This design comes from an exercise in tuning for small area, a short achievable clock period and few clock cycles per item on the open sky130 flow, not from production work. In this exercise RTL edits were held to simulation tests only and were not proved equivalent to the original. No driver is modelled on the clock port, so clock power and skew are understated where the tree is cut down; a real chip needs a root buffer or a tree.

run A:
==> flow/design.v (excerpt) <==
module matrixMultiplier(input st, rst, clk, input [7:0] data_in, output done, output [7:0] dataout);
  reg run, wt, done_r;
  reg [2:0] ph;            
  reg la, lb, w;           
  wire d8, d17, d18, d26;  
  wire start = wt & ~st;
  always @(posedge clk or posedge rst)
    if (rst) begin run <= 1'b0; wt <= 1'b0; done_r <= 1'b0; end
    else begin
      wt <= wt ? st : (~run & st);
      run <= start | (run & ~(w & d18));    
      done_r <= run & lb & d17;             
    end
  assign done = done_r;
  always @(posedge clk) begin
    la <= start | (la & ~d8);
    lb <= ~start & ((lb & ~d17) | (la & d8));
    w <= ~start & (w | d26);
    ph <= start ? 3'b001 : {ph[1:0], ph[2]};    
  end
  reg [7:0] ra0,ra1,ra2,ra3,ra4,ra5,ra6,ra7,ra8;
  reg [7:0] rb0,rb1,rb2,rb3,rb4,rb5,rb6,rb7,rb8;
  wire lda = la;
  wire ldb = lb;
  always @(posedge clk) begin
    ra0 <= lda ? data_in : ra8;
    {ra8,ra7,ra6,ra5,ra4,ra3,ra2,ra1} <= {ra7,ra6,ra5,ra4,ra3,ra2,ra1,ra0};
  ...
export LEC_CHECK = 0
export ABC_CLOCK_PERIOD_IN_PS = 3000
export CAP_MARGIN = 20
export CORE_MARGIN = 2
export CORE_UTILIZATION = 65
export SLEW_MARGIN = 20
create_clock -name core_clock -period 10.0 [get_ports {clk}]
standard.sh (not shown) runs the stock make flow with config.mk's settings and CLKGATE_MAP_FILE= SYNTH_SCRIPT=/design/flow/synth_recipe.tcl, a recipe that flattens the netlist after the stock synthesis.
==> flow/flow/run.sh <==
#!/bin/bash
# Own layout flow: the standard ORFS flow (standard.sh, unchanged synthesis),
# with the port buffers made of sky130_fd_sc_hd__buf_2 instead of the default
# delay-cell buffers, a larger setup-repair margin, and a clock tree of our own:
# a hook after clock-tree synthesis (flow/cts_tree.tcl) rebuilds it as two
# levels of clkbuf_16 (N1 buffers driven by the clock port, N2 leaf buffers
# under each).  Every make step writes its own log under orfs/logs/; make's
# own output goes to standard.log.
set -euo pipefail
export BUFFER_PORTS_ARGS="-buffer_cell sky130_fd_sc_hd__buf_2"
export SETUP_SLACK_MARGIN=7.2
export CTS_ARGS="-sink_clustering_enable -repair_clock_nets -sink_clustering_size 30 -sink_clustering_max_diameter 100 -buf_list sky130_fd_sc_hd__clkbuf_16 -dont_use_dummy_load"
export CLK_TREE_N1=3
export CLK_TREE_N2=3
export POST_CTS_TCL="$PWD/flow/cts_tree.tcl"
bash standard.sh > standard.log 2>&1
==> flow/flow/cts_tree.tcl <==
# POST_CTS_TCL hook: replace the clock tree that TritonCTS built by a two-level
# tree of our own.  The clock port drives N1 buffers placed at the centres of
# N1 register clusters (k-means on the placed registers); each drives N2 leaf
# buffers at the centres of sub-clusters, which drive the registers.  Every
# register gets the clock through two buffers of the same kind.  Then, as
# cts.tcl does after clock_tree_synthesis, the placement is legalised and
# timing repaired.
proc kmeans {pts nb} {
  # pts: list of {x y payload}; returns list of cluster index per point and centres
  set np [llength $pts]
  set cx 0; set cy 0
  foreach p $pts { set cx [expr {$cx+[lindex $p 0]}]; set cy [expr {$cy+[lindex $p 1]}] }
  set cx [expr {double($cx)/$np}]; set cy [expr {double($cy)/$np}]
  set cent {}
  # init: spread points by angle, pick nb points evenly
  set sorted [lsort -real -index 3 [lmap p $pts {list {*}[lrange $p 0 2] [expr {atan2([lindex $p 1]-$cy,[lindex $p 0]-$cx)}]}]]
  for {set k 0} {$k < $nb} {incr k} {
    set p [lindex $sorted [expr {int(($k+0.5)*$np/$nb)}]]
    lappend cent [list [expr {($cx+[lindex $p 0])/2.0}] [expr {($cy+[lindex $p 1])/2.0}]]
  }
  for {set iter 0} {$iter < 40} {incr iter} {
    set sx [lrepeat $nb 0.0]; set sy [lrepeat $nb 0.0]; set sn [lrepeat $nb 0]
    set asg {}
    foreach p $pts {
      set best 0; set bd 1e30
      for {set k 0} {$k < $nb} {incr k} {
        set c [lindex $cent $k]
        set d [expr {abs([lindex $p 0]-[lindex $c 0])+abs([lindex $p 1]-[lindex $c 1])}]
        if {$d < $bd} { set bd $d; set best $k }
      }
      lappend asg $best
      lset sx $best [expr {[lindex $sx $best]+[lindex $p 0]}]
      lset sy $best [expr {[lindex $sy $best]+[lindex $p 1]}]
      lset sn $best [expr {[lindex $sn $best]+1}]
    }
    for {set k 0} {$k < $nb} {incr k} {
      if {[lindex $sn $k] > 0} { lset cent $k [list [expr {[lindex $sx $k]/[lindex $sn $k]}] [expr {[lindex $sy $k]/[lindex $sn $k]}]] }
    }
  }
  return [list $asg $cent]
}
proc mkbuf {block master name innet x y} {
  set inst [odb::dbInst_create $block $master $name]
  set net [odb::dbNet_create $block "${name}_net"]
  $net setSigType CLOCK
  [$inst findITerm A] connect $innet
  [$inst findITerm X] connect $net
  $inst setLocation [expr {int($x)}] [expr {int($y)}]
  $inst setPlacementStatus PLACED
  return $net
}
proc build_tree2 {n1 n2 bufmaster} {
  set block [ord::get_db_block]
  set master [[ord::get_db] findMaster $bufmaster]
  set clknet [[$block findBTerm clk] getNet]
  set sinks {}; set todo [list $clknet]; set dead {}
  while {[llength $todo]} {
    set n [lindex $todo 0]; set todo [lrange $todo 1 end]
    foreach it [$n getITerms] {
      set inst [$it getInst]; set mn [[$inst getMaster] getName]
      if {[$it isOutputSignal]} continue
      if {[string match "*clkbuf*" $mn] || [string match "*clkinv*" $mn]} {
        lappend todo [[$inst findITerm X] getNet]; lappend dead $inst
      } else { lappend sinks $it }
    }
  }
  foreach inst $dead {
    set on [[$inst findITerm X] getNet]
    foreach it [$on getITerms] { if {[$it getInst] != $inst} { $it disconnect } }
    odb::dbInst_destroy $inst
    if {$on != $clknet} { odb::dbNet_destroy $on }
  }
  set pts {}
  foreach it $sinks {
    set b [[$it getInst] getBBox]
    lappend pts [list [expr {([$b xMin]+[$b xMax])/2}] [expr {([$b yMin]+[$b yMax])/2}] $it]
  }
  lassign [kmeans $pts $n1] asg1 cent1
  set nleaf 0
  for {set a 0} {$a < $n1} {incr a} {
    set sub {}
    foreach p $pts k $asg1 { if {$k == $a} { lappend sub $p } }
    if {![llength $sub]} continue
    set c [lindex $cent1 $a]
    set l1net [mkbuf $block $master "clkbuf_l1_$a" $clknet [lindex $c 0] [lindex $c 1]]
    set m [expr {min($n2, [llength $sub])}]
    lassign [kmeans $sub $m] asg2 cent2
    for {set b 0} {$b < $m} {incr b} {
      set c2 [lindex $cent2 $b]
      set lnet [mkbuf $block $master "clkbuf_l2_${a}_$b" $l1net [lindex $c2 0] [lindex $c2 1]]
      incr nleaf
      foreach p $sub k $asg2 { if {$k == $b} { set it [lindex $p 2]; $it disconnect; $it connect $lnet } }
    }
  }
  puts "my clock tree: $n1 level-1 buffers, $nleaf leaf buffers, [llength $sinks] sinks, removed [llength $dead] buffers"
}
build_tree2 $::env(CLK_TREE_N1) $::env(CLK_TREE_N2) sky130_fd_sc_hd__clkbuf_16
detailed_placement
estimate_parasitics -placement
report_clock_skew
repair_timing_helper
detailed_placement
check_placement -verbose
Testbench counts of run A, summed over its fixed seeds: cycles 7,680, items 160.
Setup changes, run A to run B
--- a/flow/flow/run.sh
+++ b/flow/flow/run.sh
@@ -11,6 +11,6 @@
 export SETUP_SLACK_MARGIN=7.2
 export CTS_ARGS="-sink_clustering_enable -repair_clock_nets -sink_clustering_size 30 -sink_clustering_max_diameter 100 -buf_list sky130_fd_sc_hd__clkbuf_16 -dont_use_dummy_load"
-export CLK_TREE_N1=3
-export CLK_TREE_N2=3
+export CLK_TREE_N1=2
+export CLK_TREE_N2=5
 export POST_CTS_TCL="$PWD/flow/cts_tree.tcl"
 bash standard.sh > standard.log 2>&1
### Flow results
Run B: full flow OK, the timing, DRC and antenna checks passed. On overall via count from detail_route, the higher figure sits with run A, not run B. ~same multi-input logic cell count in run B and run A. Run B vs run A: met3 usage down. Compared run B vs run A, and peak clock frequency supported by timing is down in run B. Run B against run A: fraction of area in registers saw little to no change, later-pin clock latency in the skew report up 0.02 ns.
Input-level comparison between run C and run B:
--- a/flow/flow/run.sh
+++ b/flow/flow/run.sh
@@ -9,8 +9,8 @@
 set -euo pipefail
 export BUFFER_PORTS_ARGS="-buffer_cell sky130_fd_sc_hd__buf_2"
-export SETUP_SLACK_MARGIN=7.2
+export SETUP_SLACK_MARGIN=7.12
 export CTS_ARGS="-sink_clustering_enable -repair_clock_nets -sink_clustering_size 30 -sink_clustering_max_diameter 100 -buf_list sky130_fd_sc_hd__clkbuf_16 -dont_use_dummy_load"
-export CLK_TREE_N1=2
-export CLK_TREE_N2=5
+export CLK_TREE_N1=3
+export CLK_TREE_N2=3
 export POST_CTS_TCL="$PWD/flow/cts_tree.tcl"
 bash standard.sh > standard.log 2>&1
Results
Summary of run C over run B: detailed-routed wire length on met2 went down by about 2.6%, wire length reported by the detailed router -about 1.4%. Comparing run C with run B, the critical path's largest stage delay came out essentially unchanged. Lower via count goes to run B over run C.
Modified inputs, run D compared to run C
--- a/flow/flow/run.sh
+++ b/flow/flow/run.sh
@@ -1,5 +1,5 @@
 #!/bin/bash
 # Own layout flow: the standard ORFS flow (standard.sh, unchanged synthesis),
-# with the port buffers made of sky130_fd_sc_hd__buf_2 instead of the default
+# with the port buffers made of sky130_fd_sc_hd__buf_1 instead of the default
 # delay-cell buffers, a larger setup-repair margin, and a clock tree of our own:
 # a hook after clock-tree synthesis (flow/cts_tree.tcl) rebuilds it as two
@@ -8,6 +8,6 @@
 # own output goes to standard.log.
 set -euo pipefail
-export BUFFER_PORTS_ARGS="-buffer_cell sky130_fd_sc_hd__buf_2"
-export SETUP_SLACK_MARGIN=7.12
+export BUFFER_PORTS_ARGS="-buffer_cell sky130_fd_sc_hd__buf_1"
+export SETUP_SLACK_MARGIN=7.2
 export CTS_ARGS="-sink_clustering_enable -repair_clock_nets -sink_clustering_size 30 -sink_clustering_max_diameter 100 -buf_list sky130_fd_sc_hd__clkbuf_16 -dont_use_dummy_load"
 export CLK_TREE_N1=3
==> comparison <==
Run C and run D ended up with nearly the same stage delay of the slowest cell on the critical path. Between run C and run D, the total length of routed wires is lower for run C. Compared to run C, run D shows a narrower setup margin. Comparing run C against run D, there is no change at all in mean area per synthesized cell. Comparing run D with run C, the global-route wire length before repair came out essentially unchanged. Sort run C and run D by hold slack, descending, and run D comes first. [compare] base=run C new=run D: total length of routed met3 wires moved up, final area moved up.
No run of this note takes its clock network from TritonCTS; it comes from the design's own scripts or RTL.

==> what the ideal ports hide <==
The flow's constraints put no driver on any port. The routed layouts listed below were extracted and timed again, unchanged, in two steps. Step 1, drivers: a clkbuf_16 drives clk and a buf_2 each remaining input, both assumed. Step 2 times the ports against the registers' clock, not the clock port: input delays grow and output delays shrink by t, the midpoint of the rising clock arrivals with the driver on. Slacks: ideal ports / drivers / drivers and shift; pairs: ideal ports / drivers.
run | t (ns) | slack for setup (ns) | clock arrival spread, ns | worst data-port slew with drivers (ns) | pins driven straight from the clock port
run A | 0.367 | 7.199 / 7.130 / 7.278 | 0.027 / 0.028 | 0.03 | 3
run B | 0.373 | 7.161 / 7.108 / 7.263 | 0.026 / 0.026 | 0.03 | 2
run C | 0.367 | 7.203 / 7.134 / 7.215 | 0.027 / 0.027 | 0.03 | 3
run D | 0.368 | 7.193 / 7.125 / 7.212 | 0.033 / 0.032 | 0.03 | 3
After both steps every run listed still meets setup and hold.
